From an optimization exercise on the open Yosys and OpenROAD flow, aimed at small area; shortcuts taken in it are not production practice.
Only simulation tests tie the RTL to the original design; equivalence was not proved.
Power figures rest on the tool's default switching activity, not on a simulated workload.

### flow/run.sh
#!/bin/bash
# synth_recipe.tcl (not shown) runs the flow's synth.tcl, then flattens the netlist and writes it again
# the make line also repeats each setting of config.mk as NAME=value (left out here)
make -C /OpenROAD-flow-scripts/flow DESIGN_CONFIG=/design/flow/config.mk WORK_HOME=/design/flow/orfs CLKGATE_MAP_FILE= SYNTH_SCRIPT=/design/flow/synth_recipe.tcl finish
### flow/config.mk
export PLATFORM = sky130hd
export DESIGN_NAME = filters
export DESIGN_NICKNAME = filters
export VERILOG_FILES = /design/flow/design.v
export SDC_FILE = /design/flow/constraint.sdc
export NUM_CORES = 4
export LEC_CHECK = 0
export CAP_MARGIN = 20
export CORE_MARGIN = 2
export CORE_UTILIZATION = 45
export PLACE_DENSITY = 0.6
export SLEW_MARGIN = 20
### flow/constraint.sdc
create_clock -name core_clock -period 12.0 [get_ports {CLK}]
set_input_delay 2.4000 -clock core_clock [delete_from_list [all_inputs] [get_ports {CLK}]]
set_output_delay 2.4000 -clock core_clock [all_outputs]
set_load 0.01 [all_outputs]
### flow/design.v
module mkGreyscale(CLK,
		   RST_N,
		   rgb_in,
		   gry_out);
  input  CLK;
  input  RST_N;
  input  [23 : 0] rgb_in;
  output [7 : 0] gry_out;
  wire [7 : 0] gry_out;
  wire [8 : 0] _0_CONCAT_rgb_in_BITS_15_TO_8_PLUS_0_CONCAT_rgb_ETC__q1,
	       b51_PLUS_0_CONCAT_rgb_in_BITS_23_TO_16__q2,
	       b__h751;
  assign gry_out = b51_PLUS_0_CONCAT_rgb_in_BITS_23_TO_16__q2[8:1] ;
  assign _0_CONCAT_rgb_in_BITS_15_TO_8_PLUS_0_CONCAT_rgb_ETC__q1 =
	     { 1'd0, rgb_in[15:8] } + { 1'd0, rgb_in[7:0] } ;
  assign b51_PLUS_0_CONCAT_rgb_in_BITS_23_TO_16__q2 =
	     b__h751 + { 1'd0, rgb_in[23:16] } ;
  assign b__h751 =
	     { 1'd0,
	       _0_CONCAT_rgb_in_BITS_15_TO_8_PLUS_0_CONCAT_rgb_ETC__q1[8:1] } ;
endmodule   
module mkThreshold(CLK,
		   RST_N,
		   gry_in,
		   threshold,
		   bin_out);
  input  CLK;
  input  RST_N;
  input  [7 : 0] gry_in;
  input  [7 : 0] threshold;
  output bin_out;
  wire bin_out;
  assign bin_out = gry_in >= threshold ;
endmodule   
module mkBlur(CLK,
	      RST_N,
	      bin_in,
	      gry_out,
	      hsync,
	      vde);
  input  CLK;
  input  RST_N;
  input  bin_in;
  output [7 : 0] gry_out;
  input  hsync;
  input  vde;
  wire [7 : 0] gry_out;
  wire [3 : 0] blurred__wget;
  wire blurred__whas;
  reg [1 : 0] lastPxl;
  wire [1 : 0] lastPxl__D_IN;
  wire lastPxl__EN;
  reg [639 : 0] lastRow;
  wire [639 : 0] lastRow__D_IN;
  wire lastRow__EN;
  reg ready;
  wire ready__D_IN, ready__EN;
  reg working;
  wire working__D_IN, working__EN;
  reg [10 : 0] x;
  wire [10 : 0] x__D_IN;
  wire x__EN;
  wire WILL_FIRE_RL_blur_pixel, WILL_FIRE_RL_new_pixel;
  wire [10 : 0] MUX_x__write_1__VAL_1;
  wire [3 : 0] MUX_blurred__wset_1__VAL_1, MUX_blurred__wset_1__VAL_2;
  wire [639 : 0] x__h734, y__h782;
  wire [10 : 0] x__h645;
  assign gry_out = blurred__whas ? {2{blurred__wget}} : 8'd0 ;
  assign WILL_FIRE_RL_blur_pixel = ready && working ;
  assign WILL_FIRE_RL_new_pixel = !hsync && ready ;
  assign MUX_blurred__wset_1__VAL_1 =
	     { (x__h645[9:0] < 10'd640) && lastRow[x__h645[9:0]], lastPxl, bin_in } ;
  assign MUX_blurred__wset_1__VAL_2 = {4{bin_in}} ;
  assign MUX_x__write_1__VAL_1 = x + 11'd1 ;
  assign blurred__wget =
	     WILL_FIRE_RL_blur_pixel ?
	       MUX_blurred__wset_1__VAL_1 :
	       MUX_blurred__wset_1__VAL_2 ;
  assign blurred__whas = WILL_FIRE_RL_blur_pixel || ready && !working ;
  assign lastPxl__D_IN = { bin_in, lastPxl[1] } ;
  assign lastPxl__EN = WILL_FIRE_RL_blur_pixel ;
  assign lastRow__D_IN = bin_in ? lastRow | x__h734 : lastRow & y__h782 ;
  assign lastRow__EN = WILL_FIRE_RL_blur_pixel ;
  assign ready__D_IN = 1'd1 ;
  assign ready__EN = hsync && !ready ;
  assign working__D_IN = x != 11'd960 ;
  assign working__EN = x == 11'd960 || x == 11'd320 ;
  assign x__D_IN = WILL_FIRE_RL_new_pixel ? MUX_x__write_1__VAL_1 : 11'd0 ;
  assign x__EN = WILL_FIRE_RL_new_pixel || hsync && x != 11'd0 && ready ;
  assign x__h645 = x - 11'd320 ;
  assign x__h734 = 640'd1 << x__h645 ;
  assign y__h782 = ~x__h734 ;
  always@(posedge CLK)
  begin
    if (!RST_N)
      begin
        lastPxl <=  2'd0;
	lastRow <=  640'd0;
	ready <=  1'd0;
	working <=  1'd0;
	x <=  11'd0;
      end
    else
      begin
        if (lastPxl__EN) lastPxl <=  lastPxl__D_IN;
	if (lastRow__EN) lastRow <=  lastRow__D_IN;
	if (ready__EN) ready <=  ready__D_IN;
	if (working__EN) working <=  working__D_IN;
	if (x__EN) x <=  x__D_IN;
      end
  end
endmodule   
module mkEdge(CLK,
	      RST_N,
	      bin_in,
	      bin_out,
	      hsync,
	      vde);
  input  CLK;
  input  RST_N;
  input  bin_in;
  output bin_out;
  input  hsync;
  input  vde;
  wire bin_out;
  wire filtered__wget, filtered__whas;
  reg [639 : 0] lastRow;
  wire [639 : 0] lastRow__D_IN;
  wire lastRow__EN;
  reg ready;
  wire ready__D_IN, ready__EN;
  reg working;
  wire working__D_IN, working__EN;
  reg [10 : 0] x;
  wire [10 : 0] x__D_IN;
  wire x__EN;
  wire WILL_FIRE_RL_new_pixel, WILL_FIRE_RL_no_filter;
  wire [10 : 0] MUX_x__write_1__VAL_1;
  wire MUX_filtered__wset_1__SEL_2, MUX_filtered__wset_1__VAL_2;
  wire [639 : 0] x__h672, y__h720;
  wire [10 : 0] x__h648;
  wire x__h613, y__h614;
  assign bin_out = filtered__whas && filtered__wget ;
  assign WILL_FIRE_RL_no_filter = ready && !working ;
  assign WILL_FIRE_RL_new_pixel = vde && !hsync && ready ;
  assign MUX_filtered__wset_1__SEL_2 = vde && ready && working ;
  assign MUX_filtered__wset_1__VAL_2 = x__h613 & y__h614 ;
  assign MUX_x__write_1__VAL_1 = x + 11'd1 ;
  assign filtered__wget =
	     WILL_FIRE_RL_no_filter ? bin_in : MUX_filtered__wset_1__VAL_2 ;
  assign filtered__whas = WILL_FIRE_RL_no_filter || vde && ready && working ;
  assign lastRow__D_IN = bin_in ? lastRow | x__h672 : lastRow & y__h720 ;
  assign lastRow__EN = MUX_filtered__wset_1__SEL_2 ;
  assign ready__D_IN = 1'd1 ;
  assign ready__EN = hsync && !ready ;
  assign working__D_IN = x != 11'd960 ;
  assign working__EN = x == 11'd960 || x == 11'd320 ;
  assign x__D_IN = WILL_FIRE_RL_new_pixel ? MUX_x__write_1__VAL_1 : 11'd0 ;
  assign x__EN = WILL_FIRE_RL_new_pixel || hsync && x != 11'd0 && ready ;
  assign x__h613 = (x__h648[9:0] < 10'd640) && lastRow[x__h648[9:0]] ;
  assign x__h648 = x - 11'd320 ;
  assign x__h672 = 640'd1 << x__h648 ;
  assign y__h614 = ~bin_in ;
  assign y__h720 = ~x__h672 ;
  always@(posedge CLK)
  begin
    if (!RST_N)
      begin
        lastRow <=  640'd0;
	ready <=  1'd0;
	working <=  1'd0;
	x <=  11'd0;
      end
    else
      begin
        if (lastRow__EN) lastRow <=  lastRow__D_IN;
	if (ready__EN) ready <=  ready__D_IN;
	if (working__EN) working <=  working__D_IN;
	if (x__EN) x <=  x__D_IN;
      end
  end
endmodule   
module mkMix(CLK,
	     RST_N,
	     bin_in,
	     rgb_in,
	     rgb_out);
  input  CLK;
  input  RST_N;
  input  bin_in;
  input  [23 : 0] rgb_in;
  output [23 : 0] rgb_out;
  wire [23 : 0] rgb_out;
  wire [7 : 0] blue__wget, green__wget, red__wget;
  assign rgb_out = { red__wget, green__wget, blue__wget } ;
  assign red__wget = bin_in ? 8'd255 : { 2'd0, rgb_in[23:18] } ;
  assign green__wget = bin_in ? 8'd255 : { 2'd0, rgb_in[15:10] } ;
  assign blue__wget = bin_in ? 8'd255 : { 2'd0, rgb_in[7:2] } ;
endmodule   
module filters
(
	CLK,
	RST,
	HSync,
	VDE,
	Display,
	RGBin,
	Threshold,
	ProcessOut,
	DisplayOut
);
input         CLK;
input         RST;
input         HSync;
input         VDE;
input  [ 5:0] Display;
input  [23:0] RGBin;
input  [ 7:0] Threshold;
output        ProcessOut;
output [23:0] DisplayOut;
	wire [ 7:0] greyOut;
	wire        thresh1Out;
	wire [ 7:0] blurOut;
	wire        thresh2Out;
	wire        edgeOut;
	wire [23:0] mixOut;
	reg hClk, hSyncLast, hSyncLast2;
	assign ProcessOut = Display[5] ? edgeOut    :
	                    Display[4] ? edgeOut    :
	                    Display[3] ? thresh2Out :
	                    Display[2] ? blurOut[7] :
	                    Display[1] ? thresh1Out :
	                    Display[0] ? greyOut[7] :
	                                 greyOut[7] ;
	assign DisplayOut = Display[5] ?     mixOut       :
	                    Display[4] ? {24{edgeOut}}    :
	                    Display[3] ? {24{thresh2Out}} :
	                    Display[2] ? { 3{blurOut}}    :
	                    Display[1] ? {24{thresh1Out}} :
	                    Display[0] ? { 3{greyOut}}    :
	                                     RGBin        ;
	always @(posedge CLK)
	begin
		hSyncLast <= VDE;
		hSyncLast2 <= hSyncLast;
		if (hSyncLast && !hSyncLast2) begin
			hClk <= 1'b1;
		end else begin
			hClk <= 1'b0;
		end
	end
	mkGreyscale Greyscale (
		.rgb_in     (RGBin),	
		.gry_out    (greyOut)
	);
	mkThreshold Threshold1 (
		.threshold  (Threshold),
		.gry_in     (greyOut),
		.bin_out    (thresh1Out)
	);
	mkBlur Blur (
		.CLK        (CLK),
		.RST_N      (RST),
		.hsync      (hClk),
		.vde        (VDE),
		.bin_in     (thresh1Out),
		.gry_out    (blurOut)
	);
	mkThreshold Threshold2 (
		.threshold  (8'hFF),
		.gry_in     (blurOut),
		.bin_out    (thresh2Out)
	);
	mkEdge Edge (
		.CLK        (CLK),
		.RST_N      (RST),
		.hsync      (hClk),
		.vde        (VDE),
		.bin_in     (thresh2Out),
		.bin_out    (edgeOut)
	);
	mkMix Mix (
		.bin_in     (edgeOut),
		.rgb_in     (RGBin),
		.rgb_out    (mixOut)
	);
endmodule
==> out/summary.log <==
[finish] final cell utilization of the core 49.7%
[flow_run] max-cap violation count 0
[setup_path] WP data required 9.60 ns
[clock_tree] later-pin clock latency in the skew report 0.80 ns
[yosys] post-synth net total 7497
[clock_tree] CTS-repair resized insts 0
[clock_tree] number of buffers created by CTS 145
[yosys] library cell with the largest summed area after synthesis sky130_fd_sc_hd__dfxtp_1
[clock_tree] CTS tree done
[setup_path] peak fanout along the critical path 19
[placement] number of input and output port buffers inserted 65
[floorplan] Die Y 380 um
[sta] Worst Tran Pin Value 1.31 ns
[finish] Layout Cell Area excl Fill 69400 um2
[yosys] leading cell type by number of instances after synthesis sky130_fd_sc_hd__dfxtp_1
[global_route] aggregate global-route resource usage 30.3%
[floorplan] Std-Cell Core Area 140000 um2
[placement] final weighted congestion in routability-driven placement 0.949
[setup_path] arrival time reported for the critical path endpoint 8.49 ns
[finish] growth of design area from synthesis to finish 9.29%
[global_route] largest net degree at the start of global routing 231
[sta] Fin Clk Skew 0.0335 ns
[route] Routed Antenna Nets 0
[sta] Hold Vio Cnt, Final 0
[sta] Highest Clock Rate 91.8 MHz
[setup_path] Critical Path End Type output port
[route] drt wl/cell 25.3 um
[floorplan] number of ports placed on the die boundary 67
[clock_tree] deepest clock path buffer count 3
[power] power per cell area 140 nW/um2
[sta] worst rel slew slack 12.6%
[hold_path] Hold Path Class flip-flop to flip-flop
[sta] period utilisation layout 90.8%
[global_route] total congestion overflow 0
[yosys] synth cell count leaders sky130_fd_sc_hd__dfxtp_1 (1311), sky130_fd_sc_hd__a21oi_1 (1015), sky130_fd_sc_hd__nor2_1 (922)
[floorplan] floorplan row count 137
[finish] Register Area 26300 um2
[placement] dpl cell area 64400 um2
[outcome] status complete, no violations
[clock_tree] buffers inserted by post-CTS timing repair 0
[power] final total power 0.00974 W
[yosys] synthesized area per cell 8.57 um2
[route] via count 58262
[finish] Post-layout nets 7044
[yosys] yosys synthesis warning count 3
[floorplan] DIE AREA 144000 um2
[route] starting DRC count in detailed routing 7622
[setup_path] worst setup path category primary input to output port
[global_route] vias in the first global route 54285
[global_route] first-pass GRT wire length 345000 um
[sta] setup repair after global routing missed its margin no
[clock_tree] clock tree sinks 1311
[route] total wire length 227000 um
[sta] count of final max-slew check failures 0
[global_route] antenna violations before repair 9
[clock_tree] Clock transition at path regs 0.06 ns
[sta] Finish-stage setup viols 0
[finish] Filler cells 13088
[power] worst-case vdd ir drop 0.000180 V
[sta] final worst-path setup slack 1.11 ns
[yosys] top-area cell type share of the netlist area 41.4%
[power] leakage power summed over all cells 19.9 nW
[yosys] Synth Cell Area 63500 um2
[clock_tree] Post-CTS Hold Buffers 0
[clock_tree] CTS root buffer sky130_fd_sc_hd__clkbuf_16
[yosys] largest cells by area after synthesis sky130_fd_sc_hd__dfxtp_1 (41%), sky130_fd_sc_hd__mux4_2 (11%), sky130_fd_sc_hd__a21oi_1 (8.0%), sky130_fd_sc_hd__o21ai_0 (5.9%), sky130_fd_sc_hd__nor2_1 (5.5%)
[placement] total half-perimeter wirelength after legalization and detailed placement 134000 um
[yosys] number of storage elements in the synthesis netlist 1311
[yosys] post-synthesis sequential area ratio 41.4%
[yosys] number of distinct standard cells referenced by the synthesized netlist 78
[route] count of unresolved DRC violations after routing 0
[placement] worst slack after detailed placement 1.10 ns
[floorplan] width of the die 380 um
[setup_path] startpoint types primary input
[finish] footprint of the multi-input gates 34000 um2
[floorplan] starting utilization of the core area 45.4%
[yosys] synthesized netlist cell count 7409
[finish] fraction of final layout cells sized beyond drive strength 1 10.5%
[yosys] predominant post-synthesis flop cell sky130_fd_sc_hd__dfxtp_1
[sta] sum of negative setup slack 0 ns
[yosys] EDFF count, synth 0
[yosys] proportion of register bits with asynchronous set or reset after synthesis 0%
[sta] post-route minimum period 10.89 ns
[clock_tree] H-Tree Level Count 4
[route] ratio of routed vias to standard cells 6.51
[route] first-pass detailed-route iteration total 8
-- critical path, stage by stage --
cell and delay, ns:
sky130_fd_sc_hd__clkdlybuf4s50_1 0.52, sky130_fd_sc_hd__inv_1 0.08, sky130_fd_sc_hd__fa_1 0.47, sky130_fd_sc_hd__inv_1 0.07
sky130_fd_sc_hd__a21oi_1 0.06, sky130_fd_sc_hd__o21ai_0 0.28, sky130_fd_sc_hd__a21oi_1 0.15, sky130_fd_sc_hd__o21bai_1 0.22
sky130_fd_sc_hd__xor2_1 0.23, sky130_fd_sc_hd__ha_1 0.29, sky130_fd_sc_hd__a21o_1 0.16, sky130_fd_sc_hd__a31oi_1 0.23
sky130_fd_sc_hd__nor2b_1 0.08, sky130_fd_sc_hd__o21ai_0 0.21, sky130_fd_sc_hd__nand2_1 0.13, sky130_fd_sc_hd__ha_1 0.28
sky130_fd_sc_hd__o21ai_0 0.12, sky130_fd_sc_hd__o21ba_4 0.31, sky130_fd_sc_hd__a311oi_4 0.45, sky130_fd_sc_hd__mux2i_2 0.53
sky130_fd_sc_hd__nand2b_1 0.44, sky130_fd_sc_hd__o21ai_0 0.23, sky130_fd_sc_hd__clkdlybuf4s50_1 0.53
-- path summary, 6_finish.rpt --
path | from | end | slack (ns) | cells past startpoint
hold reg to reg | hSyncLast$_DFF_P_ | hSyncLast2$_DFF_P_ | 0.35 | 0
setup / recovery | RGBin[1] | DisplayOut[23] | 1.11 | 23
setup reg to reg | Blur.x[2]$_SDFFE_PN0P_ | flip-flop | 4.38 | 13
hold / removal | hSyncLast$_DFF_P_ | hSyncLast2$_DFF_P_ | 0.35 | 0
-- metal layers --
layer  up-vias  GRT usage [%]  routed length (um)
met3       549           7.09               24000
met1     28296           43.6               97400
met5         -              0                 127
li1      26432              -                   -
met4        18           11.7                8990
met2      2967           43.9               96100
-- power breakdown --
part | internal, W | switching (W)
Combinational | 0.000181 | 0.000647
Sequential | 0.00435 | 0.0000114
Clock | 0.00265 | 0.00190
Total | 0.00718 | 0.00256
-- cells by family (layout without fill, tap and decap cells) --
kind of cell / after synthesis / count (layout) / synth area share (%)
adder cells (fa/ha/maj): 46 / 46 / 0.930
XOR/XNOR: 26 / 26 / 0.359
AO/OA/AOI/OAI: 2553 / 2553 / 23.9
AND/OR/NAND/NOR: 2226 / 2226 / 15.4
flip-flops: 1311 / 1311 / 41.4
buffers and inverters: 822 / 483 / 5.43
multiplexers: 425 / 425 / 12.6
other: 0 / 2 / 0
-- placed cells by master (no fill, tap or decap), types with 150 or more instances in the layout --
master,instances
sky130_fd_sc_hd__nand3_1,685
sky130_fd_sc_hd__a311oi_1,262
sky130_fd_sc_hd__mux4_2,297
sky130_fd_sc_hd__a21oi_1,1015
sky130_fd_sc_hd__nand2_1,403
sky130_fd_sc_hd__a211oi_1,358
sky130_fd_sc_hd__o21ai_0,743
sky130_fd_sc_hd__dfxtp_1,1301
sky130_fd_sc_hd__nor2_1,882
sky130_fd_sc_hd__clkbuf_16,150
-- stage by stage --
stage | hold slack, ns | instances
6_report | 0.349 | 8948
5_1_grt | 0.363 | 8946
4_1_cts | 0.349 | 8942
3_5_place_dp | 0.339 | 8681
3_3_place_gp | 0.328 | 8680
2_1_floorplan | 0.324 | 7409
-- final cells by class --
class	count	share of cell area (%)
Antenna cell	2	0.00722
Multi-Input combinational cell	5276	49.0
Inverter	37	0.211
Tap cell	1876	3.38
Clock buffer	231	6.40
Clock inverter	30	0.547
Timing Repair Buffer	185	2.54
Sequential cell	1311	37.9

[port drivers added, routing unchanged]
No port has a modelled driver above. Below, the same layout with a new extraction and two added sets of constraints.
Step 1 assumes that a clkbuf_16 drives the clock port and a buf_2 every other input.
Step 2, shift: input delay + t, output delay - t, t = (earliest + latest rising clock arrival at the registers) / 2. This alone moves slack from input paths to output paths.
a / b / c = no drivers / after step 1 / after step 2; a / b = the first two.
t (ns): 0.855
setup WS [ns]: 1.109 / 1.080 / 1.080
slew at the worst register clock pin (ns): 0.07 / 0.07
After both steps setup and hold are still met in this run. The setup slack of this run moves by -0.029 ns with the drivers and by -0.029 ns with both steps.
